Context: an optimization exercise on an open-source flow, tuned for small area and a short achievable clock period. The choices shown serve that exercise and are no tape-out recipe.
Where RTL was checked, it was by simulation tests only, not by an equivalence proof against the original.
Only the layout flow was run in runs 5 and 6; the RTL was not checked for function there.
No run shown here takes its clock network from TritonCTS; it comes from the design's own scripts or RTL.
No driver is modelled on the clock port, so clock power and skew are understated where the tree is cut down; a real chip needs a root buffer or a tree.
Power is estimated from default activity; no workload was simulated.

[flow/design.v]
module fifo(
  input clk,
  input rst,
  input [7:0] buf_in,
  input wr_en,
  input rd_en,
  output reg [7:0] buf_out,
  output buf_empty,
  output reg buf_full,
  output [7:0] fifo_counter
);
  reg [7:0] wlo_n;
  reg [7:0] whi;
  reg [7:0] rlo;
  reg [7:0] rhi;
  reg [6:0] count;
  reg not_empty;
  reg [7:0] mem_n [0:63];
  assign fifo_counter = {1'b0, count};
  assign buf_empty = ~not_empty;
  wire wa = wr_en & ~buf_full;
  wire ra = rd_en & not_empty;
  wire [7:0] whi_n;
  wire [63:0] we;
  wire [63:0] rs_n;
  genvar g, b;
  generate
    for (g = 0; g < 8; g = g + 1) begin : gwhi
      fifo_nand3b u (.a_n(buf_full), .b(wr_en), .c(whi[g]), .y(whi_n[g]));
    end
    for (g = 0; g < 64; g = g + 1) begin : gdec
      fifo_nor2 u_we (.a(wlo_n[g % 8]), .b(whi_n[g / 8]), .y(we[g]));
      fifo_nand2 u_rs (.a(rlo[g % 8]), .b(rhi[g / 8]), .y(rs_n[g]));
    end
  endgenerate
  wire [7:0] buf_out_next;
  wire ra_n = ~ra;
  generate
    for (b = 0; b < 8; b = b + 1) begin : gbit
      wire [63:0] col_n;
      for (g = 0; g < 64; g = g + 1) begin : gcol
        assign col_n[g] = mem_n[g][b];
      end
      wire [3:0] r;
      fifo_sel64 u_sel (.s_n(rs_n), .d_n(col_n), .r(r));
      fifo_outsel u_out (.r(r), .ra(ra), .ra_n(ra_n), .q(buf_out[b]), .y(buf_out_next[b]));
    end
  endgenerate
  wire [7:0] buf_in_n = ~buf_in;
  generate
    for (g = 0; g < 64; g = g + 1) begin : gmem
      always @(posedge clk)
        if (we[g])
          mem_n[g] <= buf_in_n;
    end
  endgenerate
  wire up = wa & ~ra;
  wire dn = ra & ~wa;
  wire [6:0] cnt_inc = count + 7'd1;
  wire [6:0] cnt_dec = count - 7'd1;
  wire [6:0] count_next;
  generate
    for (g = 0; g < 7; g = g + 1) begin : gcnt
      fifo_mux4 u (.a(count[g]), .b(cnt_dec[g]), .c(cnt_inc[g]), .d(cnt_inc[g]),
                   .s0(dn), .s1(up), .y(count_next[g]));
    end
  endgenerate
  wire c63 = (count == 7'd63);
  wire ne1 = (count != 7'd1);
  wire full_next, ne_next;
  fifo_flags u_flags (.wr_en(wr_en), .rd_en(rd_en), .full(buf_full), .ne(not_empty),
                      .c63(c63), .ne1(ne1), .full_next(full_next), .ne_next(ne_next));
  always @(posedge clk or posedge rst) begin
    if (rst) begin
      wlo_n <= 8'b11111110;
      whi <= 8'b00000001;
      rlo <= 8'b00000001;
      rhi <= 8'b00000001;
      count <= 7'd0;
      buf_out <= 8'd0;
      not_empty <= 1'b0;
      buf_full <= 1'b0;
    end else begin
      if (wa) begin
        wlo_n <= {wlo_n[6:0], wlo_n[7]};
        if (!wlo_n[7]) whi <= {whi[6:0], whi[7]};
      end
      if (ra) begin
        rlo <= {rlo[6:0], rlo[7]};
        if (rlo[7]) rhi <= {rhi[6:0], rhi[7]};
      end
      buf_out <= buf_out_next;
      count <= count_next;
      not_empty <= ne_next;
      buf_full <= full_next;
    end
  end
endmodule
module fifo_sel64(
  input [63:0] s_n,
  input [63:0] d_n,
  output [3:0] r
);
  wire [31:0] p;      
  wire [15:0] q_n;
  genvar i;
  generate
    for (i = 0; i < 32; i = i + 1) begin : gp
      fifo_oai22 u (.a1(s_n[2*i]), .a2(d_n[2*i]), .b1(s_n[2*i+1]), .b2(d_n[2*i+1]), .y(p[i]));
    end
    for (i = 0; i < 16; i = i + 1) begin : gq
      fifo_nor2 u (.a(p[2*i]), .b(p[2*i+1]), .y(q_n[i]));
    end
    for (i = 0; i < 4; i = i + 1) begin : gr
      fifo_nand4 u (.a(q_n[4*i]), .b(q_n[4*i+1]), .c(q_n[4*i+2]), .d(q_n[4*i+3]), .y(r[i]));
    end
  endgenerate
endmodule
module fifo_outsel(
  input [3:0] r,
  input ra,
  input ra_n,
  input q,
  output y
);
  wire t0_n, t1_n, t2_n;
  fifo_oai21 u0 (.a1(r[0]), .a2(r[1]), .b1(ra), .y(t0_n));
  fifo_oai21 u1 (.a1(r[2]), .a2(r[3]), .b1(ra), .y(t1_n));
  fifo_nand2 u2 (.a(ra_n), .b(q), .y(t2_n));
  fifo_nand3 u3 (.a(t0_n), .b(t1_n), .c(t2_n), .y(y));
endmodule
module fifo_oai21(input a1, input a2, input b1, output y);
  assign y = ~((a1 | a2) & b1);
endmodule
module fifo_nand3(input a, input b, input c, output y);
  assign y = ~(a & b & c);
endmodule
module fifo_oai22(input a1, input a2, input b1, input b2, output y);
  assign y = ~((a1 | a2) & (b1 | b2));
endmodule
module fifo_nand4(input a, input b, input c, input d, output y);
  assign y = ~(a & b & c & d);
endmodule
module fifo_nand3b(input a_n, input b, input c, output y);
  assign y = ~(~a_n & b & c);
endmodule
module fifo_nand2(input a, input b, output y);
  assign y = ~(a & b);
endmodule
module fifo_nor2(input a, input b, output y);
  assign y = ~(a | b);
endmodule
module fifo_mux4(input a, input b, input c, input d, input s0, input s1, output y);
  assign y = s1 ? (s0 ? d : c) : (s0 ? b : a);
endmodule
module fifo_flags(input wr_en, input rd_en, input full, input ne, input c63, input ne1,
                  output full_next, output ne_next);
  assign full_next = ~rd_en & (full | (wr_en & c63));
  assign ne_next = wr_en | (ne & (~rd_en | ne1));
endmodule
[flow/flow/run.sh]
#!/bin/bash
# Standard ORFS layout (the standard.sh) with these changes to how it is made:
#  - ports are buffered with buf_2 cells instead of the slow delay-cell default
#  - the clock tree is flow/my_cts.tcl's (built in place of TritonCTS through
#    ORFS's PRE_CTS_TCL hook): 32 equal clusters of flip-flops, each under a
#    clkbuf_8, grouped by quadrant under 4 clkbuf_16 that the clock port drives
#  - after the timing repair in CTS and in global routing, flow/downsize.tcl
#    swaps each cell for the smallest drive strength that keeps the worst
#    setup slack, and repair_design then restores the slew and cap margins
# Each ORFS step writes its full log under orfs/logs; make's output goes to standard.log.
set -euo pipefail
export BUFFER_PORTS_ARGS="-buffer_cell sky130_fd_sc_hd__buf_2"
export PRE_CTS_TCL="$PWD/flow/pre_cts.tcl"
export POST_CTS_TCL="$PWD/flow/post_cts.tcl"
export POST_GLOBAL_ROUTE_TCL="$PWD/flow/post_grt.tcl"
bash standard.sh > standard.log 2>&1
[flow/flow/downsize.tcl]
# Area recovery: visit every logic cell, largest first, and swap it for the
# smallest cell of the same function (same name stem, other drive strength)
# that keeps the worst setup slack and adds no slew or capacitance
# violation. Clock-tree cells and flip-flops are left alone.
proc dn_area {} {
  set a 0
  foreach i [[ord::get_db_block] getInsts] {
    set n [[$i getMaster] getName]
    if {[string match *tapvpwr* $n] || [string match *fill* $n] || [string match *decap* $n]} continue
    set a [expr {$a + [[$i getMaster] getArea] / 1e6}]
  }
  return $a
}

# Cell swaps invalidate the wire parasitics of the nets they touch, so
# every swap is followed by a fresh placement-based estimate.
proc dn_update {} {
  estimate_parasitics -placement
}

proc dn_run {{eps 0.001}} {
  dn_update
  set db [ord::get_db]
  set block [ord::get_db_block]
  # group library cells by stem
  set stems [dict create]
  foreach lib [$db getLibs] {
    foreach m [$lib getMasters] {
      set n [$m getName]
      if {[regexp {^(sky130_fd_sc_hd__[a-z0-9]+)_([0-9]+)$} $n -> stem sz]} {
        if {[llength [get_lib_cells -quiet $n]] == 0} continue
        if {[get_property [get_lib_cells $n] dont_use]} continue
        dict lappend stems $stem [list [$m getArea] $n]
      }
    }
  }
  set wns0 [worst_slack -max]
  set slew0 [sta::max_slew_violation_count]
  set cap0 [sta::max_capacitance_violation_count]
  set limit [expr {$wns0 - $eps}]
  set a0 [dn_area]
  set insts {}
  foreach i [$block getInsts] {
    set m [$i getMaster]
    set n [$m getName]
    if {![regexp {^(sky130_fd_sc_hd__[a-z0-9]+)_([0-9]+)$} $n -> stem sz]} continue
    if {[string match sky130_fd_sc_hd__clk* $n] || [string match sky130_fd_sc_hd__df* $n] || [string match sky130_fd_sc_hd__edf* $n]} continue
    if {[string match *tapvpwr* $n] || [string match *fill* $n] || [string match *decap* $n] || [string match *conb* $n]} continue
    if {[$i isDoNotTouch]} continue
    set onclk 0
    foreach it [$i getITerms] {
      set net [$it getNet]
      if {$net != "NULL" && [$net getSigType] == "CLOCK"} { set onclk 1 }
    }
    if {$onclk} continue
    lappend insts [list [$m getArea] [$i getName] $stem $n]
  }
  set changed 0
  foreach rec [lsort -integer -decreasing -index 0 $insts] {
    lassign $rec area name stem cur
    if {![dict exists $stems $stem]} continue
    set cands [lsort -integer -index 0 [dict get $stems $stem]]
    foreach c $cands {
      lassign $c carea cname
      if {$carea >= $area} break
      replace_cell $name $cname
      dn_update
      if {[worst_slack -max] >= $limit && [sta::max_slew_violation_count] <= $slew0 && [sta::max_capacitance_violation_count] <= $cap0} {
        incr changed
        set area -1
        break
      }
      replace_cell $name $cur
      dn_update
    }
  }
  puts "downsize: $changed cells smaller, area [format %.1f $a0] -> [format %.1f [dn_area]], wns [format %.4f $wns0] -> [format %.4f [worst_slack -max]]"
}
[flow/flow/my_cts.tcl]
# Balanced clock tree built in place of TritonCTS. The flip-flops are split
# by recursive bisection of their locations (alternating x and y at the
# median) into 2^depth equal, compact clusters, each driven by one leaf
# buffer at its centre. With a mid level, the leaves are grouped 2^mid at a
# time (again by bisection) under one buffer each, and one root buffer,
# driven by the clock port, drives those.
proc mycts_bisect {pts depth axis} {
  if {$depth == 0 || [llength $pts] < 2} { return [list $pts] }
  set s [lsort -integer -index $axis $pts]
  set h [expr {[llength $s] / 2}]
  set a [lrange $s 0 [expr {$h - 1}]]
  set b [lrange $s $h end]
  set na [expr {1 - $axis}]
  return [concat [mycts_bisect $a [expr {$depth - 1}] $na] [mycts_bisect $b [expr {$depth - 1}] $na]]
}

proc mycts_centre {c} {
  set cx 0; set cy 0
  foreach p $c { set cx [expr {$cx + [lindex $p 0]}]; set cy [expr {$cy + [lindex $p 1]}] }
  return [list [expr {$cx / [llength $c]}] [expr {$cy / [llength $c]}]]
}

# Create buffer NAME of master M at (x, y) driving a new net NAME_net from
# input net IN; return the new net.
proc mycts_buffer {m name x y in} {
  set block [ord::get_db_block]
  set inst [odb::dbInst_create $block $m $name]
  set net [odb::dbNet_create $block ${name}_net]
  $net setSigType CLOCK
  $inst setLocation [expr {int($x)}] [expr {int($y)}]
  $inst setPlacementStatus PLACED
  [$inst findITerm A] connect $in
  [$inst findITerm X] connect $net
  return $net
}

proc mycts_build {clk_name depth mid master {leaf_master ""}} {
  set db [ord::get_db]
  set block [ord::get_db_block]
  set net [$block findNet $clk_name]
  set m [$db findMaster $master]
  if {$leaf_master == ""} { set leaf_master $master }
  set lm [$db findMaster $leaf_master]
  set pts {}
  foreach it [$net getITerms] {
    set b [[$it getInst] getBBox]
    lappend pts [list [expr {([$b xMin] + [$b xMax]) / 2}] [expr {([$b yMin] + [$b yMax]) / 2}] $it]
  }
  foreach it [$net getITerms] { $it disconnect }
  set die [$block getDieArea]
  set axis [expr {([$die dx] >= [$die dy]) ? 0 : 1}]
  set clusters [mycts_bisect $pts $depth $axis]
  # leaf cluster centres, as points for grouping
  set leaves {}
  set k 0
  foreach c $clusters {
    lassign [mycts_centre $c] cx cy
    lappend leaves [list $cx $cy $k $c]
    incr k
  }
  if {$mid < 0} {
    # no common root: the clock port drives 2^-mid group buffers directly
    set g 0
    foreach grp [mycts_bisect $leaves [expr {-$mid}] $axis] {
      lassign [mycts_centre $grp] gx gy
      set gnet [mycts_buffer $m clkbuf_root_$g $gx $gy $net]
      foreach l $grp {
        lassign $l cx cy idx c
        set lnet [mycts_buffer $lm clkbuf_leaf_$idx $cx $cy $gnet]
        foreach p $c { [lindex $p 2] connect $lnet }
      }
      incr g
    }
    puts "mycts: [llength $pts] sinks, [llength $clusters] leaf buffers, $g root buffers"
    return
  }
  lassign [mycts_centre $leaves] rx ry
  set rootnet [mycts_buffer $m clkbuf_root $rx $ry $net]
  if {$mid > 0} {
    set groups [mycts_bisect $leaves [expr {$depth - $mid}] $axis]
  } else {
    set groups [list $leaves]
  }
  set g 0
  foreach grp $groups {
    if {$mid > 0} {
      lassign [mycts_centre $grp] gx gy
      set gnet [mycts_buffer $m clkbuf_mid_$g $gx $gy $rootnet]
    } else {
      set gnet $rootnet
    }
    foreach l $grp {
      lassign $l cx cy idx c
      set lnet [mycts_buffer $lm clkbuf_leaf_$idx $cx $cy $gnet]
      foreach p $c { [lindex $p 2] connect $lnet }
    }
    incr g
  }
  puts "mycts: [llength $pts] sinks, [llength $clusters] leaf buffers, [llength $groups] groups"
}
[flow/flow/post_cts.tcl]
# Sourced by ORFS's cts.tcl after its timing repair: recover the area of
# cells the repair made larger than the worst slack needs, then repair any
# slew or capacitance limit with ORFS's margins, and legalise.
source [file join [file dirname [info script]] downsize.tcl]
dn_run
repair_design -slew_margin $::env(SLEW_MARGIN) -cap_margin $::env(CAP_MARGIN) -match_cell_footprint
detailed_placement
check_placement -verbose
[flow/flow/post_grt.tcl]
# Sourced by ORFS's global_route.tcl after its timing repair: the same area
# recovery as after CTS (on placement-based parasitics), then the nets are
# rerouted and slew and capacitance limits repaired on global-routing
# parasitics, and the route guides rewritten.
source [file join [file dirname [info script]] downsize.tcl]
global_route -start_incremental
dn_run
detailed_placement
global_route -end_incremental
estimate_parasitics -global_routing
global_route -start_incremental
repair_design -slew_margin $::env(SLEW_MARGIN) -cap_margin $::env(CAP_MARGIN) -match_cell_footprint
detailed_placement
global_route -end_incremental
estimate_parasitics -global_routing
check_placement -verbose
puts "post_grt: wns [worst_slack -max] slew violations [sta::max_slew_violation_count] cap violations [sta::max_capacitance_violation_count]"
write_guides $::env(RESULTS_DIR)/route.guide
[flow/flow/pre_cts.tcl]
# Sourced by ORFS's cts.tcl before it calls clock_tree_synthesis: replaces
# TritonCTS with the tree of my_cts.tcl: 32 equal clusters of flip-flops,
# each driven by a clkbuf_8 at its centre; the leaf buffers are grouped by
# quadrant under 4 clkbuf_16, which the clock port drives.
source [file join [file dirname [info script]] my_cts.tcl]
rename clock_tree_synthesis orig_clock_tree_synthesis
proc clock_tree_synthesis {args} {
  set port [[ord::get_db_block] findBTerm clk]
  mycts_build [[$port getNet] getName] 5 -2 sky130_fd_sc_hd__clkbuf_16 sky130_fd_sc_hd__clkbuf_8
  set_propagated_clock [all_clocks]
}
[flow/standard.sh]
#!/bin/bash
# synth_recipe.tcl (not shown) runs the flow's synth.tcl, then flattens the netlist and writes it again
# the make line also repeats each setting of config.mk as NAME=value (left out here)
make -C /OpenROAD-flow-scripts/flow DESIGN_CONFIG=/design/flow/config.mk WORK_HOME=/design/flow/orfs CLKGATE_MAP_FILE= SYNTH_SCRIPT=/design/flow/synth_recipe.tcl "${@:-finish}"
[flow/config.mk]
export PLATFORM = sky130hd
export DESIGN_NAME = fifo
export DESIGN_NICKNAME = fifo
export VERILOG_FILES = /design/flow/design.v
export SDC_FILE = /design/flow/constraint.sdc
export NUM_CORES = 4
export LEC_CHECK = 0
export CAP_MARGIN = 20
export CORE_MARGIN = 2
export CORE_UTILIZATION = 60
export CTS_CLUSTER_DIAMETER = 80
export CTS_CLUSTER_SIZE = 30
export SETUP_SLACK_MARGIN = 2.35
export SLEW_MARGIN = 20
export SYNTH_HIERARCHICAL = 1
export SYNTH_MINIMUM_KEEP_SIZE = 0
[flow/constraint.sdc]
create_clock -name core_clock -period 4.0 [get_ports {clk}]
set_input_delay 0.8000 -clock core_clock [delete_from_list [all_inputs] [get_ports {clk}]]
set_output_delay 0.8000 -clock core_clock [all_outputs]
set_load 0.01 [all_outputs]
==> results of run 1 <==
worst register-to-register path, stage by stage, from the launching register on:
cell,delay (ps)
dfrtp_4,580
buf_1,190
nand2_2,170
o22ai_1,100
nor2_1,240
nand4_1,180
o21ai_1,210
nand3_1,90
layout make-up:
cell class	count	area, µm²
sequential	561	16700
fill	2392	10600
multi-input combinational	663	4270
timing repair buffer	144	766
tap	448	561
buffer	36	541
inverter	14	90.1
timing repair inverter	6	40.0
cell families (layout without fill, tap and decap cells):
family,count (synthesis),in the layout,synth area share [%]
AOI/OAI and AO/OA,276,276,8.35
adders and majority gates,3,3,0.184
and+or+nand+nor,337,337,6.95
DFF,561,561,81.2
buffers and inverters,19,200,0.434
xor gates and xnor gates,8,8,0.343
other,1,1,0.0183
muxes,38,38,2.48
worst paths after layout:
kind                               startpoint              endpoint  slack [ps]  cells after the start
setup / recovery           rlo[4]$_DFFE_PP0P_  buf_out[7]$_DFF_PP0_        2130                      7
hold / removal                            rst    count[3]$_DFF_PP0_         460                      2
setup reg to reg           rlo[4]$_DFFE_PP0P_  buf_out[7]$_DFF_PP0_        2130                      7
hold reg to reg            whi[5]$_DFFE_PP0P_    whi[6]$_DFFE_PP0P_         560                      1
max in group asynchronous                 rst    rhi[5]$_DFFE_PP0P_        2700                      3
min in group core_clock    whi[5]$_DFFE_PP0P_    whi[6]$_DFFE_PP0P_         560                      1
metal layers:
layer  GRT usage, %  part of all wire (%)
met1           45.6                    39
met2           50.1                    47
met3           5.23                    10
met4           11.0                   3.9
met5              0                     0
Yosys stat by module, one instance, submodules excluded, a selection:
module | flops+latches | times used | cells
fifo | 561 | 1 | 648
fifo_flags | 0 | 1 | 4
fifo_oai21 | 0 | 16 | 1
fifo_nand3 | 0 | 8 | 1
fifo_oai22 | 0 | 256 | 1
fifo_nand4 | 0 | 32 | 1
fifo_nand3b | 0 | 8 | 1
fifo_nand2 | 0 | 72 | 1
fifo_mux4 | 0 | 7 | 1
fifo_nor2 | 0 | 192 | 1
placed cells by master, fill, tap and decap left out, drive strengths merged, types with 16 or more instances in the layout:
cell type / instances
dfrtp: 39
clkinvlp: 16
o22ai: 256
buf: 122
nand4: 32
mux2: 31
o21ai: 17
edfxtp: 512
nand2: 79
nor2: 197
clkbuf: 58
report_power, final:
part / switching [µW] / internal [µW] / total [µW] / leakage (µW)
logic: 372 / 219 / 591 / 0.00193
registers: 46.9 / 6430 / 6480 / 0.00520
clock network: 1570 / 912 / 2480 / 0.000279
total: 1990 / 7560 / 9550 / 0.00741
per-stage QoR:
| step | util (%) | setup WS [ps] |
|---|---|---|
| 6_report | 68.4 | 2130 |
| 3_5_place_dp | 63.9 | 1210 |
| 3_3_place_gp | 63.9 | 1290 |
| 2_1_floorplan | - | 2060 |
registers in the layout, indices dropped and copies added (netlist names):
register	cells
count	7
rhi	8
mem_n	512
whi	8
not_empty	1
wlo_n	8
buf_full	1
rlo	8
buf_out	8
==> run notes, run 1 <==
status finished clean; core box area 33500 µm²; slowest CP cell dfrtp_4; max_cap viols 0; critical path capture point type register; Iteration-0 DRC Markers 1528; max-slew violations 0; setup_tns 0 ps; effective utilization at floorplan 61.0%; num rows 67; Post-route DRC 0; post-layout power 9550 µW; number of flops mapped to enable cells by yosys 512; worst endpoint required time 4240 ps; initial antenna violation count 0; leak pwr approximately 0.0074 µW; IO Pins 30; Routability Congestion 0.902; HPWL after DPL around 32 mm; Arrival @ worst endpoint around 2100 ps; final setup vio count 0; Final Cycle Share 46.7%; FMAX 0.536 GHz; Yosys top cell area share 75.2%; Syn. warnings 8; Skew-Pair Late Insertion Delay 350 ps; crit path max fanout 8; Final Cell Area 23000 µm²; area of the mapped netlist 20400 µm²; DR vias 12400; Global Route Usage Sum 31.7%; Die X 189 µm; IO Port Bufs 28; Non-Filler Instances 1872; layout cells sized above 1 between 20% and 30%; Slew HR 36.2%; wire per inst 30.2 µm; Syn Inst Count 1243; first-pass GRT wire length 80.3 mm; vias in the first global route 12000; slew of the pin with the lowest slew margin roughly 960 ps; syn nets between 1000 and 1500; syn_area_per_cell 16.5 µm²; Startpoint Class register; buffers plus inverters on the worst setup path 1; vias per cell 6.62; largest net degree at the start of global routing 65; FFs w/ async S/R, synth 8.73%; final hold violation count 0; die height 189 µm; total gr overflow 0; CTS clk-pin slew, worst paths 110 ps; Synth area leader edfxtp_1; nets 1441; DP Cell Count 1729; top-count cell post-synth edfxtp_1; Routed Antenna Nets 0; CP Class register to register; Post-synth top flop edfxtp_1; #FFs+latches synth 561; Worst Hold Class primary input to async pin; Synth top cells by count 512 x edfxtp_1, 256 x o22ai_1, 195 x nor2_1; VDD IR max 327 µV; cells along the critical path buf_1, nand2_2, o22ai_1, nor2_1, nand4_1, o21ai_1, nand3_1; Setup Skew between 15 and 20 ps; Top delay family on crit path simple AND/OR/NAND/NOR gates; CP max stage delay 580 ps; Routed WL 56.5 mm; top cells by area, synth edfxtp_1 75%, o22ai_1 7.8%, dfrtp_1 4.8%; first-pass iteration count of the detailed router 5; Synth cell types 30; die area 35600 µm²; Antenna diodes 0; hold slack 459 ps; pwr/cell area about 420 nW/µm²; crit path time final between 1500 and 2000 ps; dpl cell area roughly 21000 µm²; sequential area share after synthesis 81.2%; Area Growth Syn to Fin 12.2%
==> run 2, diff against run 1 <==
--- a/flow/config.mk
+++ b/flow/config.mk
@@ -7,7 +7,7 @@
 export LEC_CHECK = 0
 export CAP_MARGIN = 20
 export CORE_MARGIN = 2
-export CORE_UTILIZATION = 60
+export CORE_UTILIZATION = 65
 export CTS_CLUSTER_DIAMETER = 80
 export CTS_CLUSTER_SIZE = 30
 export SETUP_SLACK_MARGIN = 2.35
==> run 2 against run 1 <==
Compared with the run above: clock power barely moved; core utilization grew 5.8 points; combinational power barely moved; total power about the same; clock skew increased by 7.7 ps; register-to-register slack got worse by 50 ps; synthesized area unchanged; synthesized cell count unchanged; via count grew 0.28%; wire length shrank 4.9%; highest routed layer unchanged.
==> run notes, run 2 <==
syn_area_per_cell 16.5 µm² (unchanged); number of flops mapped to enable cells by yosys 512 (unchanged); Routability Congestion 0.849 (was 0.902); Syn Inst Count 1243 (unchanged); effective utilization at floorplan 66.5% (was 61.0%); CP Class register to register (unchanged); critical path capture point type register (unchanged); Slew HR 40.9% (was 36.2%); die height 181 µm (was 189 µm); Die X 181 µm (was 189 µm); Iteration-0 DRC Markers 1586 (was 1528); flop2flop setup slack 2090 ps (was 2130 ps); worst reg2reg path startpoint rlo[6]$_DFFE_PP0P_ (was rlo[4]$_DFFE_PP0P_); Syn. warnings 8 (unchanged); Startpoint Class register (unchanged); Hold Path Cell Cnt 2; initial antenna violation count 0 (unchanged); IO Pins 30 (unchanged); Fill cells 1965 (was 2392); worst slack, placed 1240 ps (was 1210 ps); die area 32900 µm² (was 35600 µm²); Worst Hold Class register to register (was primary input to async pin); HPWL after DPL 30.1 mm (was 31.7 mm); final hold violation count 0 (unchanged); final setup vio count 0 (unchanged); Post-route DRC 0 (unchanged); layout cells sized above 1 22.2% (was 24.3%); first-pass GRT wire length 76.9 mm (was 80.3 mm); most frequent cells in the layout 512 x edfxtp_1, 255 x o22ai_1, 131 x nor2_1 (was 512 x edfxtp_1, 254 x o22ai_1, 117 x nor2_1); area of the mapped netlist 20400 µm² (unchanged); first-pass iteration count of the detailed router 5 (unchanged); vias per cell 6.80 (was 6.62); IO Port Bufs 28 (unchanged); FMAX 0.523 GHz (was 0.536 GHz); Arrival @ worst endpoint 2130 ps (was 2100 ps); FFs w/ async S/R, synth 8.73% (unchanged); crit path time final 1910 ps (was 1870 ps); top cells by area, synth edfxtp_1 75%, o22ai_1 7.8%, dfrtp_1 4.8% (unchanged); total gr overflow 0 (unchanged); largest net degree at the start of global routing 65 (unchanged); most common cell after layout, fill and taps aside edfxtp_1 (unchanged); Synth cell types 30 (unchanged); Reg with most FFs mem_n (unchanged); slew of the pin with the lowest slew margin 886 ps (was 957 ps); #FFs+latches synth 561 (unchanged); CTS clk-pin slew, worst paths 110 ps (about the same); min-delay src buf_out[3]$_DFF_PP0_; slack of the critical path 2090 ps (was 2130 ps); max-slew violations 0 (unchanged); max_cap viols 0 (unchanged); WHS Endpoint buf_out[3]$_DFF_PP0_; syn nets 1258 (unchanged); wire per inst 29.4 µm (was 30.2 µm); num rows 64 (was 67); Routed WL 53.8 mm (was 56.5 mm); nets 1447 (was 1441); worst endpoint required time 4220 ps (was 4240 ps); Final Cycle Share 47.8% (was 46.7%); Setup Skew 25.3 ps (was 17.7 ps); status finished clean (unchanged); pwr/cell area 418 nW/µm² (was 416 nW/µm²); Global Route Usage Sum 32.3% (was 31.7%); Skew-Pair Late Insertion Delay 360 ps (was 350 ps); top-count cell post-synth edfxtp_1 (unchanged); reg-to-reg endpoint buf_out[2]$_DFF_PP0_ (was buf_out[7]$_DFF_PP0_); sequential area share after synthesis 81.2% (unchanged); Area Growth Syn to Fin 11.6% (was 12.2%); vias in the first global route 12000 (about the same); leak pwr 0.00742 µW (was 0.00741 µW); max reg flops 512 (unchanged); Antenna diodes 0 (unchanged); Routed Antenna Nets 0 (unchanged); DR vias 12400 (about the same); VDD IR max 372 µV (was 327 µV); core box area 30700 µm² (was 33500 µm²); Synth area leader edfxtp_1 (unchanged); crit path max fanout 8 (unchanged); Synth top cells by count 512 x edfxtp_1, 256 x o22ai_1, 195 x nor2_1 (unchanged); Post-synth top flop edfxtp_1 (unchanged); Yosys top cell area share 75.2% (unchanged); cell depth of the worst flop-to-flop path 7 (unchanged); setup_tns 0 ps (unchanged)
-- run 2: worst max path at each step --
stage                                   from                      to  slack (ps)  cells past startpoint
after floorplan                        wr_en      count[0]$_DFF_PP0_        2060                      4
after detailed placement               wr_en  mem_n[54][7]$_DFFE_PP_        1240                      3
after global placement                 wr_en  mem_n[46][1]$_DFFE_PP_        1300                      3
final                     rlo[6]$_DFFE_PP0P_    buf_out[2]$_DFF_PP0_        2090                      7
-- run 2: area by class of cell --
class	count	area, µm²	area share, %
well taps	396	495	2.17
repair buffers	151	793	3.48
plain buffers	36	541	2.37
multi-input cells	663	4190	18.3
flip-flops and latches	561	16700	73.1
repair inverters	5	37.5	0.164
inverters	14	90.1	0.395
-- run 2: cells by family after synthesis --
kind of cell             count (synthesis)  share of synthesized area, %
AND/OR/NAND/NOR                        337                          6.95
flip-flops                             561                          81.2
other                                    1                        0.0183
adder cells (fa/ha/maj)                  3                         0.184
XOR/XNOR                                 8                         0.343
AO/OA/AOI/OAI                          276                          8.35
buffers and inverters                   19                         0.434
multiplexers                            38                          2.48
-- run 2: per-stage QoR --
step | util [%] | total power, µW | hold slack (ps) | std cells | cell area [µm²]
2_1_floorplan | - | 6920 | 490 | 1243 | 20700
6_report | 74.2 | 9540 | 532 | 1826 | 22800
3_3_place_gp | 69.4 | 7070 | 478 | 1673 | 21300
3_5_place_dp | 69.4 | 7080 | 491 | 1673 | 21300
-- run 2: worst max-delay path, cell delays in order (launching register included) --
cell	delay, ps
dfrtp_4	500
buf_4	200
nand2_2	170
o22ai_1	100
nor2_1	210
nand4_1	230
o21ai_2	260
nand3_1	110
-- run 2: per-module statistics from Yosys (local to each module, per instance), excerpt --
module       flops+latches  cell area [µm²]  times used  cells
fifo_nand4               0             6.26          32      1
fifo_nor2                0             3.75         192      1
fifo                   561            17300           1    648
fifo_nand3b              0             7.51           8      1
fifo_mux4                0             22.5           7      1
fifo_nand2               0             3.75          72      1
fifo_oai21               0             5.00          16      1
fifo_nand3               0             5.00           8      1
fifo_flags               0             22.5           1      4
fifo_oai22               0             6.26         256      1
-- run 2: power breakdown --
part / switching (µW) / leakage [µW] / internal, µW
clock: 1560 / 0.000279 / 911
combinational: 376 / 0.00194 / 216
sequential: 47.3 / 0.00520 / 6430
-- run 2: metal layers --
layer | vias up | track usage (%) | share of wire, %
met2 | 839 | 50.3 | 47
met3 | 114 | 6.31 | 12
li1 | 5315 | - | -
met5 | - | 0 | 0
met4 | 0 | 12.1 | 3.7
met1 | 6157 | 46.4 | 37
==> run 3, diff against run 2 <==
--- a/flow/config.mk
+++ b/flow/config.mk
@@ -7,10 +7,10 @@
 export LEC_CHECK = 0
 export CAP_MARGIN = 20
 export CORE_MARGIN = 2
-export CORE_UTILIZATION = 65
+export CORE_UTILIZATION = 60
 export CTS_CLUSTER_DIAMETER = 80
 export CTS_CLUSTER_SIZE = 30
-export SETUP_SLACK_MARGIN = 2.35
+export SETUP_SLACK_MARGIN = 2.5
 export SLEW_MARGIN = 20
 export SYNTH_HIERARCHICAL = 1
 export SYNTH_MINIMUM_KEEP_SIZE = 0
==> run 3 against run 2 <==
Compared with the run above: still clean on timing, DRC and antenna; core utilization down 5.1 points; worst hold slack worse by 54 ps; via count up 0.95%; first-iteration DRC count down 2.0%; sequential share of layout area down 1.1 points; synthesized cell count unchanged; total power up 0.46%; sequential power about the same; critical endpoint is now buf_out[7]$_DFF_PP0_; largest cell class unchanged; largest power group unchanged.
==> run notes, run 3 <==
status finished clean (unchanged); Arrival @ worst endpoint 2120 ps (was 2130 ps); Setup Skew 15.3 ps (was 25.3 ps); Slew HR 27.9% (was 40.9%); setup_tns 0 ps (unchanged); largest net degree at the start of global routing 44 (was 65); Routed WL 56.9 mm (was 53.8 mm); post-layout power 9590 µW (was 9540 µW); leak pwr 0.00741 µW (was 0.00742 µW); worst slack, placed 1220 ps (was 1240 ps); Post-synth top flop edfxtp_1 (unchanged); Final Cell Area 23200 µm² (was 22800 µm²); effective utilization at floorplan 61.0% (was 66.5%); Area Growth Syn to Fin 13.3% (was 11.6%); layout cells sized above 1 22.7% (was 22.2%); HPWL after DPL 31.8 mm (was 30.1 mm); worst endpoint required time 4230 ps (was 4220 ps); top-count cell post-synth edfxtp_1 (unchanged); num rows 67 (was 64); IO Pins 30 (unchanged); syn_area_per_cell 16.5 µm² (unchanged); number of flops mapped to enable cells by yosys 512 (unchanged); area of the mapped netlist 20400 µm² (unchanged); Antenna diodes 0 (unchanged); Reg with most FFs mem_n (unchanged); FMAX 0.530 GHz (was 0.523 GHz); wire per inst 29.7 µm (was 29.4 µm); nets 1482 (was 1447); die area 35600 µm² (was 32900 µm²); die height 189 µm (was 181 µm); crit path time final 1890 ps (was 1910 ps); sequential area share after synthesis 81.2% (unchanged); Synth area leader edfxtp_1 (unchanged); vias in the first global route 11900 (was 12000); Global Route Usage Sum 31.5% (was 32.3%); Die X 189 µm (was 181 µm); max-slew violations 0 (unchanged); Yosys top cell area share 75.2% (unchanged); vias per cell 6.56 (was 6.80); final hold violation count 0 (unchanged); max reg flops 512 (unchanged); dpl cell area 21500 µm² (was 21300 µm²); max_cap viols 0 (unchanged); buffers plus inverters on the worst setup path 1 (unchanged); FFs w/ async S/R, synth 8.73% (unchanged); critical path capture point type register (unchanged); first-pass GRT wire length 80.3 mm (was 76.9 mm); initial antenna violation count 0 (unchanged); total gr overflow 0 (unchanged); core box area 33500 µm² (was 30700 µm²); Syn. warnings 8 (unchanged); top cells by area, synth edfxtp_1 75%, o22ai_1 7.8%, dfrtp_1 4.8% (unchanged); crit path max fanout 8 (unchanged); first-pass iteration count of the detailed router 5 (unchanged); most common cell after layout, fill and taps aside edfxtp_1 (unchanged); pwr/cell area 414 nW/µm² (was 418 nW/µm²); Post-route DRC 0 (unchanged); Syn Inst Count 1243 (unchanged); #FFs+latches synth 561 (unchanged); Top delay family on crit path simple AND/OR/NAND/NOR gates (unchanged); slowest CP cell dfrtp_4 (unchanged); CP max stage delay 490 ps (was 500 ps); Worst Hold Class primary input to async pin (was register to register); CTS clk-pin slew, worst paths 110 ps (about the same); Final Cycle Share 47.2% (was 47.8%); Synth cell types 30 (unchanged); IO Port Bufs 28 (unchanged); Synth top cells by count 512 x edfxtp_1, 256 x o22ai_1, 195 x nor2_1 (unchanged); syn nets 1258 (unchanged); Startpoint Class register (unchanged); area of the multi-input gates 4320 µm² (was 4190 µm²); Routability Congestion 0.893 (was 0.849); slack of the critical path 2110 ps (was 2090 ps); slew of the pin with the lowest slew margin 1080 ps (was 886 ps); Skew-Pair Late Insertion Delay 350 ps (was 360 ps); FF+latch area 16700 µm² (about the same); final setup vio count 0 (unchanged); DR vias 12500 (was 12400); Fill cells 2331 (was 1965); cells along the critical path buf_4, nand2_2, o22ai_1, nor2_1, nand4_1, o21ai_2, nand3_1 (unchanged); VDD IR max 310 µV (was 372 µV); CP Class register to register (unchanged); Routed Antenna Nets 0 (unchanged); most frequent cells in the layout 512 x edfxtp_1, 256 x o22ai_1, 130 x nor2_1 (was 512 x edfxtp_1, 255 x o22ai_1, 131 x nor2_1); Iteration-0 DRC Markers 1554 (was 1586)
==> run 3: per-module statistics from Yosys (local to each module, per instance), a selection <==
module / cells inside / flip-flops and latches / times used
fifo_nand2: 1 / 0 / 72
fifo: 648 / 561 / 1
fifo_nand4: 1 / 0 / 32
fifo_mux4: 1 / 0 / 7
fifo_nand3: 1 / 0 / 8
fifo_oai22: 1 / 0 / 256
fifo_oai21: 1 / 0 / 16
fifo_nor2: 1 / 0 / 192
fifo_nand3b: 1 / 0 / 8
fifo_flags: 4 / 0 / 1
==> run 3: layout make-up <==
cell class | count | share of cell area [%]
Buffer | 36 | 2.33
Inverter | 14 | 0.389
Sequential cell | 561 | 72.0
Timing Repair inverter | 5 | 0.162
Timing Repair Buffer | 185 | 4.08
Tap cell | 448 | 2.42
Multi-Input combinational cell | 664 | 18.6
==> run 3: metal layers <==
metal	up-vias	share of wire [%]	routed length (µm)	global-route usage, %
li1	5392	-	-	-
met1	6253	40	22800	47.0
met2	771	47	26500	49.4
met3	127	9.7	5510	4.08
met4	0	3.7	2120	9.77
met5	-	0	0	0
==> run 3: per-stage QoR <==
step                      utilization (%)  hold slack (ps)  std cells
final                                69.1              478       1913
after detailed placement             64.0              476       1731
after global placement               64.0              474       1731
after floorplan                         -              490       1243
==> run 3: path summary, 6_finish.rpt <==
kind,start,end,slack (ps),cells after the start
min in group core_clock,buf_out[5]$_DFF_PP0_,buf_out[5]$_DFF_PP0_,490,2
max in group asynchronous,rst,wlo_n[3]$_DFFE_PP1P_,2670,3
max,rlo[6]$_DFFE_PP0P_,buf_out[7]$_DFF_PP0_,2110,7
max reg2reg,rlo[6]$_DFFE_PP0P_,buf_out[7]$_DFF_PP0_,2110,7
min reg2reg,buf_out[5]$_DFF_PP0_,buf_out[5]$_DFF_PP0_,490,2
min,rst,count[6]$_DFF_PP0_,480,2
==> run 3: cells by family after synthesis <==
| group | Yosys count | synth area share [%] |
|---|---|---|
| other cells | 1 | 0.0183 |
| xor+xnor | 8 | 0.343 |
| mux | 38 | 2.48 |
| simple gates | 337 | 6.95 |
| compound gates | 276 | 8.35 |
| fa+ha+maj | 3 | 0.184 |
| buf+inv | 19 | 0.434 |
| flops | 561 | 81.2 |
==> run 3: power breakdown <==
group	switching [µW]	total [µW]	internal (µW)
registers	51.6	6480	6430
clock network	1570	2480	912
logic	390	622	232
total	2010	9590	7570
==> run 3: worst reg2reg max path, stage by stage (launching register included) <==
cell and delay (ps):
dfrtp_4 490, buf_4 200, nand2_2 180, o22ai_1 120, nor2_1 200, nand4_1 260
o21ai_2 230, nand3_1 90
==> run 4, diff against run 3 <==
--- a/flow/config.mk
+++ b/flow/config.mk
@@ -10,7 +10,7 @@
 export CORE_UTILIZATION = 60
 export CTS_CLUSTER_DIAMETER = 80
 export CTS_CLUSTER_SIZE = 30
-export SETUP_SLACK_MARGIN = 2.5
+export SETUP_SLACK_MARGIN = 2.2
 export SLEW_MARGIN = 20
 export SYNTH_HIERARCHICAL = 1
 export SYNTH_MINIMUM_KEEP_SIZE = 0
==> run 4 against run 3 <==
Compared with the run above: worst setup slack got worse by 33 ps; synthesized cell count did not move; critical path depth did not move; core utilization shrank 1.6 points; worst hold slack better by 21 ps; synthesized area stayed put; wire length down 1.4%; still clean; register-to-register slack worse by 30 ps; critical endpoint is now buf_out[5]$_DFF_PP0_; largest cell class unchanged; sequential power barely moved.
==> run notes, run 4 <==
most common cell after layout, fill and taps aside edfxtp_1 (unchanged); post-synthesis compound-gate area fraction 8.35% (unchanged); FFs w/ async S/R, synth 8.73% (unchanged); Slew HR 28.8% (was 27.9%); Routability Congestion 0.937 (was 0.893); max-slew violations 0 (unchanged); max reg flops 512 (unchanged); Skew-Pair Late Insertion Delay 360 ps (was 350 ps); pwr/cell area 420 nW/µm² (was 414 nW/µm²); Area Growth Syn to Fin 10.7% (was 13.3%); slew of the pin with the lowest slew margin 1070 ps (was 1080 ps); DR vias 12300 (was 12500); Routed WL 56.1 mm (was 56.9 mm); worst endpoint required time 4230 ps (about the same); Post-Synth XOR/XNOR Area 0.343% (unchanged); slack of the critical path 2080 ps (was 2110 ps); leak pwr 0.00715 µW (was 0.00741 µW); effective utilization at floorplan 61.0% (unchanged); Startpoint Class register (unchanged); cell depth of the worst flop-to-flop path 7 (unchanged); total gr overflow 0 (unchanged); core box area 33500 µm² (unchanged); HPWL after DPL 31.9 mm (was 31.8 mm); worst slack, placed 1320 ps (was 1220 ps); top cells by area, synth edfxtp_1 75%, o22ai_1 7.8%, dfrtp_1 4.8% (unchanged); num rows 67 (unchanged); top-count cell post-synth edfxtp_1 (unchanged); most frequent cells in the layout 512 x edfxtp_1, 256 x o22ai_1, 128 x nor2_1 (was 512 x edfxtp_1, 256 x o22ai_1, 130 x nor2_1); status finished clean (unchanged); IO Pins 30 (unchanged); Non-Filler Instances 1849 (was 1913); largest net degree at the start of global routing 40 (was 44); first-pass iteration count of the detailed router 6 (was 5); Antenna diodes 0 (unchanged); setup_tns 0 ps (unchanged); vias per cell 6.64 (was 6.56); CP Class register to register (unchanged); layout cells sized above 1 21.4% (was 22.7%); Syn. warnings 8 (unchanged); final hold violation count 0 (unchanged); syn nets 1258 (unchanged); FMAX 0.521 GHz (was 0.530 GHz); VDD IR max 357 µV (was 310 µV); wire per inst 30.3 µm (was 29.7 µm); Iteration-0 DRC Markers 1526 (was 1554); Synth area leader edfxtp_1 (unchanged); fraction of synthesized area in multiplexers 2.48% (unchanged); crit path max fanout 8 (unchanged); Setup Skew 22.3 ps (was 15.3 ps); DP Cell Count 1729 (was 1731); die area 35600 µm² (unchanged); final setup vio count 0 (unchanged); Routed Antenna Nets 0 (unchanged); nets 1418 (was 1482); max_cap viols 0 (unchanged); critical path capture point type register (unchanged); Arrival @ worst endpoint 2150 ps (was 2120 ps); Global Route Usage Sum 30.8% (was 31.5%); number of flops mapped to enable cells by yosys 512 (unchanged); syn_area_per_cell 16.5 µm² (unchanged); area of the mapped netlist 20400 µm² (unchanged); adder-cell share of the synthesized area 0.184% (unchanged); Worst Hold Class primary input to async pin (unchanged); Synth cell types 30 (unchanged); #FFs+latches synth 561 (unchanged); CTS clk-pin slew, worst paths 100 ps (was 110 ps); Reg with most FFs mem_n (unchanged); Synth top cells by count 512 x edfxtp_1, 256 x o22ai_1, 195 x nor2_1 (unchanged); flop2flop setup slack 2080 ps (was 2110 ps); Yosys top cell area share 75.2% (unchanged); die height 189 µm (unchanged); crit path time final 1920 ps (was 1890 ps); vias in the first global route 11700 (was 11900); Post-route DRC 0 (unchanged); first-pass GRT wire length 78.4 mm (was 80.3 mm); IO Port Bufs 28 (unchanged); Die X 189 µm (unchanged); worst reg2reg path startpoint rlo[6]$_DFFE_PP0P_ (unchanged); Post-synth top flop edfxtp_1 (unchanged); reg-to-reg endpoint buf_out[5]$_DFF_PP0_ (was buf_out[7]$_DFF_PP0_); Post-Synth Simple-Gate Area 6.95% (unchanged); sequential area share after synthesis 81.2% (unchanged); Syn Inst Count 1243 (unchanged); largest family of logic cells by synthesized area compound AO/OA/AOI/OAI gates (unchanged); initial antenna violation count 0 (unchanged); Final Cycle Share 48.0% (was 47.2%)
run 4: how the worst max path moves through the flow:
stage | to | from | cells after the start | slack, ps
3_3_place_gp | mem_n[50][7]$_DFFE_PP_ | wr_en | 3 | 1380
6_report | buf_out[5]$_DFF_PP0_ | rlo[6]$_DFFE_PP0P_ | 7 | 2080
3_5_place_dp | mem_n[52][7]$_DFFE_PP_ | wr_en | 3 | 1320
2_1_floorplan | count[0]$_DFF_PP0_ | wr_en | 4 | 2060
run 4: worst max-delay path, cell delays in order, from the launching register on:
cell and delay, ps:
dfrtp_4 500, buf_4 190, nand2_1 240, o22ai_1 140
nor2_1 330, nand4_1 150, o21ai_1 160, nand3_1 90
run 4: modules after synthesis, one instance, submodules excluded, a selection:
module      flops+latches  cells  area, µm²
fifo_flags              0      4       22.5
fifo_nand2              0      1       3.75
fifo_oai21              0      1       5.00
fifo_nand3              0      1       5.00
fifo_nand4              0      1       6.26
fifo_mux4               0      1       22.5
run 4: layout make-up:
cell class,instances,area [µm²]
sequential,561,16700
fill,2389,10900
multi-input combinational,663,4090
timing repair buffer,118,611
tap,448,561
buffer,36,541
inverter,14,90.1
timing repair inverter,9,57.6
run 4: cells by family (layout without fill, tap and decap cells):
family / after synthesis / in the layout
AO/OA/AOI/OAI: 276 / 276
XOR/XNOR: 8 / 8
adder cells (fa/ha/maj): 3 / 3
buffers and inverters: 19 / 177
flip-flops: 561 / 561
multiplexers: 38 / 38
other: 1 / 1
AND/OR/NAND/NOR: 337 / 337
run 4: power by group:
| part | switching (µW) | total (µW) | internal (µW) |
|---|---|---|---|
| clock | 1580 | 2490 | 912 |
| sequential | 62.9 | 6490 | 6430 |
| combinational | 325 | 519 | 194 |
| total | 1960 | 9500 | 7540 |
run 4: layer usage:
| layer | vias up | wire, µm | GRT usage, % |
|---|---|---|---|
| met1 | 6162 | 22700 | 46.0 |
| li1 | 5254 | - | - |
| met3 | 127 | 5540 | 4.43 |
| met4 | 0 | 2060 | 9.95 |
| met2 | 731 | 25800 | 47.6 |
| met5 | - | 0 | 0 |
run 4: stage by stage:
step	area [µm²]	power (µW)	utilization [%]	hold slack, ps
finish	22600	9500	67.5	499
global placement	21300	7080	63.5	473
floorplan	20500	6920	-	490
detailed placement	21300	7090	63.5	481
==> run 5, diff against run 4 <==
--- a/flow/design.v
+++ b/flow/design.v
@@ -9,8 +9,7 @@
   output reg buf_full,
   output [7:0] fifo_counter
 );
-  reg [7:0] wlo_n;
-  reg [7:0] whi;
+  reg [5:0] wr_ptr;
   reg [7:0] rlo;
   reg [7:0] rhi;
   reg [6:0] count;
@@ -20,6 +19,10 @@
   assign buf_empty = ~not_empty;
   wire wa = wr_en & ~buf_full;
   wire ra = rd_en & not_empty;
+  wire [7:0] wlo_n;
+  wire [7:0] whi;
+  fifo_dec3n u_wlo (.a(wr_ptr[2:0]), .y_n(wlo_n));
+  fifo_dec3 u_whi (.a(wr_ptr[5:3]), .y(whi));
   wire [7:0] whi_n;
   wire [63:0] we;
   wire [63:0] rs_n;
@@ -72,8 +75,7 @@
                       .c63(c63), .ne1(ne1), .full_next(full_next), .ne_next(ne_next));
   always @(posedge clk or posedge rst) begin
     if (rst) begin
-      wlo_n <= 8'b11111110;
-      whi <= 8'b00000001;
+      wr_ptr <= 6'd0;
       rlo <= 8'b00000001;
       rhi <= 8'b00000001;
       count <= 7'd0;
@@ -81,10 +83,7 @@
       not_empty <= 1'b0;
       buf_full <= 1'b0;
     end else begin
-      if (wa) begin
-        wlo_n <= {wlo_n[6:0], wlo_n[7]};
-        if (!wlo_n[7]) whi <= {whi[6:0], whi[7]};
-      end
+      if (wa) wr_ptr <= wr_ptr + 6'd1;
       if (ra) begin
         rlo <= {rlo[6:0], rlo[7]};
         if (rlo[7]) rhi <= {rhi[6:0], rhi[7]};
@@ -158,3 +157,9 @@
   assign full_next = ~rd_en & (full | (wr_en & c63));
   assign ne_next = wr_en | (ne & (~rd_en | ne1));
 endmodule
+module fifo_dec3n(input [2:0] a, output [7:0] y_n);
+  assign y_n = ~(8'b1 << a);
+endmodule
+module fifo_dec3(input [2:0] a, output [7:0] y);
+  assign y = 8'b1 << a;
+endmodule
==> run 5 against run 4 <==
Compared with the run above: combinational power up 120%; critical endpoint is now buf_out[3]$_DFF_PP0_; synthesized area down 1.1%; core utilization down 0.55 points; die area down 1.1%.
==> run notes, run 5 <==
Fill cells 2460 (was 2389); #FFs+latches synth 551 (was 561); Syn. warnings 8 (unchanged); wire per inst 29.4 µm (was 30.3 µm); switching pwr 2550 µW (was 1960 µW); slack of the critical path 2020 ps (was 2080 ps); Iteration-0 DRC Markers 1524 (was 1526); status finished clean (unchanged); final setup vio count 0 (unchanged); layout cells sized above 1 19.4% (was 21.4%); initial antenna violation count 0 (unchanged); core box area 33400 µm² (was 33500 µm²); IO Port Bufs 28 (unchanged); FF+latch area 16400 µm² (was 16700 µm²); Synth cell types 39 (was 30); most frequent cells in the layout 512 x edfxtp_1, 256 x o22ai_1, 130 x nor2_1 (was 512 x edfxtp_1, 256 x o22ai_1, 128 x nor2_1); DR vias 12100 (was 12300); FFs w/ async S/R, synth 7.08% (was 8.73%); slew of the pin with the lowest slew margin 1020 ps (was 1070 ps); leak pwr 0.00684 µW (was 0.00715 µW); sequential area share after synthesis 80.9% (was 81.2%); max reg flops 512 (unchanged); Final Cycle Share 49.4% (was 48.0%); worst slack, placed 1310 ps (was 1320 ps); Routed Antenna Nets 0 (unchanged); Post-synth top flop edfxtp_1 (unchanged); final hold violation count 0 (unchanged); Hold Path Cell Cnt 1; Slew HR 31.7% (was 28.8%); Int Power 7810 µW (was 7540 µW); first-pass GRT wire length 76.9 mm (was 78.4 mm); Area Growth Syn to Fin 10.5% (was 10.7%); CP Class register to register (unchanged); VDD IR max 328 µV (was 357 µV); Post-route DRC 0 (unchanged); effective utilization at floorplan 60.6% (was 61.0%); Skew-Pair Late Insertion Delay 350 ps (was 360 ps); Routed WL 54.6 mm (was 56.1 mm); area of the multi-input gates 4110 µm² (was 4090 µm²); cell depth of the worst flop-to-flop path 7 (unchanged); hold slack 519 ps (was 499 ps); Arrival @ worst endpoint 2200 ps (was 2150 ps); num rows 67 (unchanged); max-slew violations 0 (unchanged); Seq pwr share 65.4% (was 68.3%); crit path time final 1980 ps (was 1920 ps); Comb pwr share 11.0% (was 5.5%); syn nets 1260 (was 1258); Syn Inst Count 1244 (was 1243); Startpoint Class register (unchanged); area of the mapped netlist 20200 µm² (was 20400 µm²); nets 1425 (was 1418); Global Route Usage Sum 30.3% (was 30.8%); FMAX 0.506 GHz (was 0.521 GHz); vias per cell 6.53 (was 6.64); die area 35200 µm² (was 35600 µm²); first-pass iteration count of the detailed router 6 (unchanged); most common cell after layout, fill and taps aside edfxtp_1 (unchanged); Reg with most FFs mem_n (unchanged); critical path capture point type register (unchanged); CP max stage delay 490 ps (was 500 ps); syn_area_per_cell 16.3 µm² (was 16.5 µm²); setup_tns 0 ps (unchanged); switching share of power 24.6% (was 20.7%); die height 188 µm (was 189 µm); largest net degree at the start of global routing 40 (unchanged); total gr overflow 0 (unchanged); vias in the first global route 11400 (was 11700); cells along the critical path buf_1, nand2_1, o22ai_1, nor2_1, nand4_1, o21ai_1, nand3_1 (was buf_4, nand2_1, o22ai_1, nor2_1, nand4_1, o21ai_1, nand3_1); HPWL after DPL 31.0 mm (was 31.9 mm); top-count cell post-synth edfxtp_1 (unchanged); crit path max fanout 8 (unchanged); worst endpoint required time 4220 ps (was 4230 ps); IO Pins 30 (unchanged); Setup Skew 14.5 ps (was 22.3 ps); Yosys top cell area share 76.0% (was 75.2%); top cells by area, synth edfxtp_1 76%, o22ai_1 7.9%, dfrtp_1 4.6% (was edfxtp_1 75%, o22ai_1 7.8%, dfrtp_1 4.8%); number of flops mapped to enable cells by yosys 512 (unchanged); Synth top cells by count 512 x edfxtp_1, 256 x o22ai_1, 195 x nor2_1 (unchanged); CTS clk-pin slew, worst paths 100 ps (about the same); Antenna diodes 0 (unchanged); max_cap viols 0 (unchanged); Clk pwr share 23.5% (was 26.2%); Die X 188 µm (was 189 µm); Routability Congestion 0.899 (was 0.937); Synth area leader edfxtp_1 (unchanged); pwr/cell area 464 nW/µm² (was 420 nW/µm²); Worst Hold Class register to register (was primary input to async pin); slowest CP cell dfrtp_4 (unchanged)
run 5: changes by cell type in the layout (fill, tap and decap cells not counted), sizes merged, moves of 3 or more:
| cell | previous run | this run |
|---|---|---|
| and3b | 0 | 3 |
| nor3b | 0 | 3 |
| nand4 | 32 | 35 |
| mux2 | 31 | 16 |
| nand3b | 9 | 12 |
| or3b | 0 | 3 |
| xnor2 | 4 | 8 |
| clkbuf | 43 | 51 |
| dfstp | 10 | 2 |
| buf | 111 | 107 |
run 5: power by group through the flow:
stage,sequential (µW),clock [µW],combinational (µW)
after floorplan,6820,0,530
after global placement,6890,0,891
after detailed placement,6900,0,898
final,6780,2440,1140
run 5: path summary, 6_finish.rpt:
kind | to | startpoint | slack [ps]
worst max-delay path | buf_out[3]$_DFF_PP0_ | rlo[1]$_DFFE_PP0P_ | 2020
worst min-delay path | not_empty$_DFF_PP0_ | not_empty$_DFF_PP0_ | 520
worst max register to register | buf_out[3]$_DFF_PP0_ | rlo[1]$_DFFE_PP0P_ | 2020
worst min register to register | not_empty$_DFF_PP0_ | not_empty$_DFF_PP0_ | 520
max in group asynchronous | rhi[5]$_DFFE_PP0P_ | rst | 2670
min in group asynchronous | wr_ptr[1]$_DFFE_PP0P_ | rst | 680
run 5: cells by family after synthesis:
kind of cell             after synthesis  share of synthesized area, %
flip-flops                           551                          80.9
AND/OR/NAND/NOR                      357                          7.76
AO/OA/AOI/OAI                        276                          8.44
multiplexers                          23                          1.67
buffers and inverters                 19                         0.421
XOR/XNOR                              13                         0.563
adder cells (fa/ha/maj)                4                         0.248
other                                  1                        0.0185
run 5: metrics by stage:
stage / util [%] / total power [µW] / instance area [µm²] / instances
after floorplan: - / 7350 / 20300 / 1244
after detailed placement: 63.2 / 7790 / 21100 / 1733
final: 66.9 / 10400 / 22300 / 1855
after global placement: 63.1 / 7790 / 21100 / 1732
run 5: Yosys stat by module, one instance, submodules excluded, a selection:
module / area [µm²] / cells / flops+latches
fifo: 16900 / 633 / 551
fifo_nand4: 6.26 / 1 / 0
fifo_dec3: 65.1 / 8 / 0
fifo_flags: 22.5 / 4 / 0
fifo_mux4: 22.5 / 1 / 0
fifo_nand3b: 7.51 / 1 / 0
fifo_dec3n: 60.1 / 8 / 0
fifo_oai22: 6.26 / 1 / 0
run 5: metal layers:
metal	part of all wire, %	track usage (%)	vias up
li1	-	-	5274
met1	40	45.1	6027
met2	45	46.9	705
met3	11	5.69	107
met4	3.3	8.42	0
met5	0	0	-
run 5: final cells by class:
class	instances	share of cell area (%)
flip-flops and latches	551	73.5
multi-input cells	674	18.4
well taps	448	2.51
repair buffers	122	2.48
plain buffers	36	2.42
inverters	14	0.387
repair inverters	10	0.303
run 5: worst max-delay path: cells and delay by family, from the launching register on:
kind,cells,cell delay (ps)
DFF,1,490
buffers and inverters,1,230
AOI/OAI and AO/OA,2,330
and+or+nand+nor,4,810
==> run 6, diff against run 5 <==
--- a/flow/config.mk
+++ b/flow/config.mk
@@ -7,7 +7,7 @@
 export LEC_CHECK = 0
 export CAP_MARGIN = 20
 export CORE_MARGIN = 2
-export CORE_UTILIZATION = 60
+export CORE_UTILIZATION = 70
 export CTS_CLUSTER_DIAMETER = 80
 export CTS_CLUSTER_SIZE = 30
 export SETUP_SLACK_MARGIN = 2.2
==> run 6 against run 5 <==
Compared with the run above: wire length shrank 8.7%; register-to-register slack is essentially flat; die area shrank 14%; synthesized area is the same; global-route usage grew 1.6 points; sequential cell count is the same; via count grew 1.1%; first-iteration DRC count grew 9.6%; sequential share of layout area grew 0.096 points.
==> run notes, run 6 <==
crit path max fanout 8 (unchanged); Routed Antenna Nets 0 (unchanged); #FFs+latches synth 551 (unchanged); die height 174 µm (was 188 µm); Post-synth top flop edfxtp_1 (unchanged); Setup Skew 22.6 ps (was 14.5 ps); Routability Congestion 0.857 (was 0.899); VDD IR max 366 µV (was 328 µV); Syn Inst Count 1244 (unchanged); slew of the pin with the lowest slew margin 828 ps (was 1020 ps); critical path capture point type register (unchanged); vias in the first global route 11600 (was 11400); first-pass iteration count of the detailed router 5 (was 6); top-count cell post-synth edfxtp_1 (unchanged); syn nets 1260 (unchanged); effective utilization at floorplan 70.8% (was 60.6%); die area 30300 µm² (was 35200 µm²); Iteration-0 DRC Markers 1671 (was 1524); area of the mapped netlist 20200 µm² (unchanged); CTS clk-pin slew, worst paths 110 ps (was 100 ps); DP Cell Count 1661 (was 1733); num rows 62 (was 67); status finished clean (unchanged); Setup crit start rhi[4]$_DFFE_PP0P_ (was rlo[1]$_DFFE_PP0P_); top cells by area, synth edfxtp_1 76%, o22ai_1 7.9%, dfrtp_1 4.6% (unchanged); DR vias 12200 (was 12100); slack of the critical path 2030 ps (was 2020 ps); Arrival @ worst endpoint 2190 ps (was 2200 ps); Die X 174 µm (was 188 µm); Synth top cells by count 512 x edfxtp_1, 256 x o22ai_1, 195 x nor2_1 (unchanged); reg-to-reg endpoint buf_out[3]$_DFF_PP0_ (unchanged); Post-route DRC 0 (unchanged); setup_tns 0 ps (unchanged); FMAX 0.509 GHz (was 0.506 GHz); initial antenna violation count 0 (unchanged); total gr overflow 0 (unchanged); Syn. warnings 8 (unchanged); Synth area leader edfxtp_1 (unchanged); Non-Filler Instances 1787 (was 1855); crit path time final 1970 ps (was 1980 ps); HPWL after DPL 28.5 mm (was 31.0 mm); Area Growth Syn to Fin 10.4% (was 10.5%); Startpoint Class register (unchanged); Reg with most FFs mem_n (unchanged); pwr/cell area 465 nW/µm² (was 464 nW/µm²); Worst Setup EP buf_out[3]$_DFF_PP0_ (unchanged); cell depth of the worst flop-to-flop path 7 (unchanged); layout cells sized above 1 18.0% (was 19.4%); Global Route Usage Sum 31.8% (was 30.3%); most frequent cells in the layout 512 x edfxtp_1, 256 x o22ai_1, 126 x nor2_1 (was 512 x edfxtp_1, 256 x o22ai_1, 130 x nor2_1); slowest CP cell dfrtp_4 (unchanged); flop2flop setup slack 2030 ps (was 2020 ps); leak pwr 0.00685 µW (was 0.00684 µW); Worst Hold Class primary input to async pin (was register to register); worst endpoint required time 4220 ps (about the same); number of flops mapped to enable cells by yosys 512 (unchanged); max-slew violations 0 (unchanged); wire per inst 27.9 µm (was 29.4 µm); vias per cell 6.85 (was 6.53); first-pass GRT wire length 71.4 mm (was 76.9 mm); max_cap viols 0 (unchanged); FFs w/ async S/R, synth 7.08% (unchanged); final setup vio count 0 (unchanged); nets 1421 (was 1425); Synth cell types 39 (unchanged); max reg flops 512 (unchanged); cells along the critical path buf_2, nand2_1, o22ai_1, nor2_1, nand4_1, o21ai_1, nand3_1 (was buf_1, nand2_1, o22ai_1, nor2_1, nand4_1, o21ai_1, nand3_1); CP Class register to register (unchanged); Antenna diodes 0 (unchanged); IO Port Bufs 28 (unchanged); syn_area_per_cell 16.3 µm² (unchanged); Final Cycle Share 49.1% (was 49.4%); Yosys top cell area share 76.0% (unchanged); sequential area share after synthesis 80.9% (unchanged); largest net degree at the start of global routing 65 (was 40); most common cell after layout, fill and taps aside edfxtp_1 (unchanged); core box area 28500 µm² (was 33400 µm²); CP max stage delay 490 ps (about the same); IO Pins 30 (unchanged); Routed WL 49.8 mm (was 54.6 mm); Skew-Pair Late Insertion Delay 350 ps (about the same); worst reg2reg path startpoint rhi[4]$_DFFE_PP0P_ (was rlo[1]$_DFFE_PP0P_); worst slack, placed 1380 ps (was 1310 ps); Slew HR 44.8% (was 31.7%); final hold violation count 0 (unchanged)
run 6: cell count changes in the layout (fill, tap and decap cells not counted), moves of 6 or more:
| cell | change |
|---|---|
| buf_4 | +9 |
| nor2_4 | +16 |
| buf_2 | -10 |
| buf_1 | +10 |
| nand2_2 | -6 |
| clkinvlp_4 | -7 |
| clkbuf_2 | -6 |
| nor2_2 | -12 |
run 6: per-layer routing:
metal | vias to the layer above | share of wire (%) | track usage (%)
met3 | 115 | 11 | 4.09
li1 | 5271 | - | -
met5 | - | 0 | 0
met1 | 6080 | 37 | 47.3
met4 | 0 | 3.7 | 9.63
met2 | 776 | 48 | 51.0
run 6: kinds of logic after synthesis:
logic type                 synth area share [%]
other                                    0.0185
DFF                                        80.9
adders and majority gates                 0.248
AOI/OAI and AO/OA                          8.44
buffers and inverters                     0.421
and+or+nand+nor                            7.76
xor gates and xnor gates                  0.563
muxes                                      1.67
run 6: final cells by class:
class	instances	area, µm²
buffer	36	541
timing repair buffer	128	613
fill	1726	6230
sequential	551	16400
tap	384	480
multi-input combinational	674	4170
inverter	14	86.3
run 6: worst min path at each step:
stage | slack (ps) | depth (start not counted) | end | from
after floorplan | 490 | 2 | rlo[0]$_DFFE_PP1P_ | rlo[0]$_DFFE_PP1P_
after detailed placement | 560 | 2 | buf_out[4]$_DFF_PP0_ | buf_out[4]$_DFF_PP0_
final | 450 | 2 | count[3]$_DFF_PP0_ | rst
after global placement | 560 | 2 | buf_out[0]$_DFF_PP0_ | buf_out[0]$_DFF_PP0_
run 6: power by group:
group	switching, µW	internal, µW	leakage, µW	total, µW
sequential	185	6560	0.00507	6740
clock	1520	911	0.000279	2430
combinational	846	358	0.00150	1200
run 6: stage by stage:
stage          util [%]  area [µm²]  hold slack [ps]  total power, µW
2_1_floorplan         -       20300              490             7350
3_3_place_gp       73.3       20900              561             7710
3_5_place_dp       73.3       20900              563             7750
6_report           78.2       22300              453            10400
run 6: worst max-delay path: cells and delay by family, from the launching register on:
kind / cells / cell delay (ps)
compound gates: 2 / 390
buf+inv: 1 / 170
flops: 1 / 490
simple gates: 4 / 780
run 6: per-module statistics from Yosys, one instance, submodules excluded, excerpt:
module | area (µm²) | flops+latches | cells | copies in the design
fifo_mux4 | 22.5 | 0 | 1 | 7
fifo_oai22 | 6.26 | 0 | 1 | 256
fifo_dec3n | 60.1 | 0 | 8 | 1
fifo_flags | 22.5 | 0 | 4 | 1
fifo_nand2 | 3.75 | 0 | 1 | 72
fifo_dec3 | 65.1 | 0 | 8 | 1
fifo_nand3b | 7.51 | 0 | 1 | 8
fifo_nand3 | 5.00 | 0 | 1 | 8
fifo_nor2 | 3.75 | 0 | 1 | 192
fifo_nand4 | 6.26 | 0 | 1 | 32

afterwards: timing with drivers on the ports:
No port has a modelled driver above. Below, the same layouts with a new extraction and two added sets of constraints.
Step 1 assumes that a clkbuf_16 drives the clock port and a buf_2 every other input.
Step 2, shift: input delay + t, output delay - t, t = (earliest + latest rising clock arrival at the registers) / 2. This alone moves slack from input paths to output paths.
a / b / c = ideal / step 1 / step 2; a / b = the first two.
run | t (ns) | setup WS [ns] | clock arrival spread, ns | worst register clock-pin slew, ns
run 1 | 0.467 | 2.133 / 2.119 / 1.809 | 0.018 / 0.019 | 0.11 / 0.11
run 2 | 0.457 | 2.087 / 2.087 / 1.790 | 0.034 / 0.033 | 0.11 / 0.11
run 3 | 0.466 | 2.113 / 2.085 / 1.731 | 0.020 / 0.019 | 0.11 / 0.11
run 4 | 0.464 | 2.080 / 2.080 / 1.781 | 0.023 / 0.023 | 0.11 / 0.11
run 5 | 0.465 | 2.022 / 2.022 / 1.718 | 0.015 / 0.015 | 0.10 / 0.10
run 6 | 0.451 | 2.034 / 2.035 / 1.763 | 0.032 / 0.032 | 0.11 / 0.11
After both steps every run listed still meets setup and hold. For run 3, which loses most, drivers alone change the setup slack by -0.028 ns; drivers and shift together by -0.382 ns.
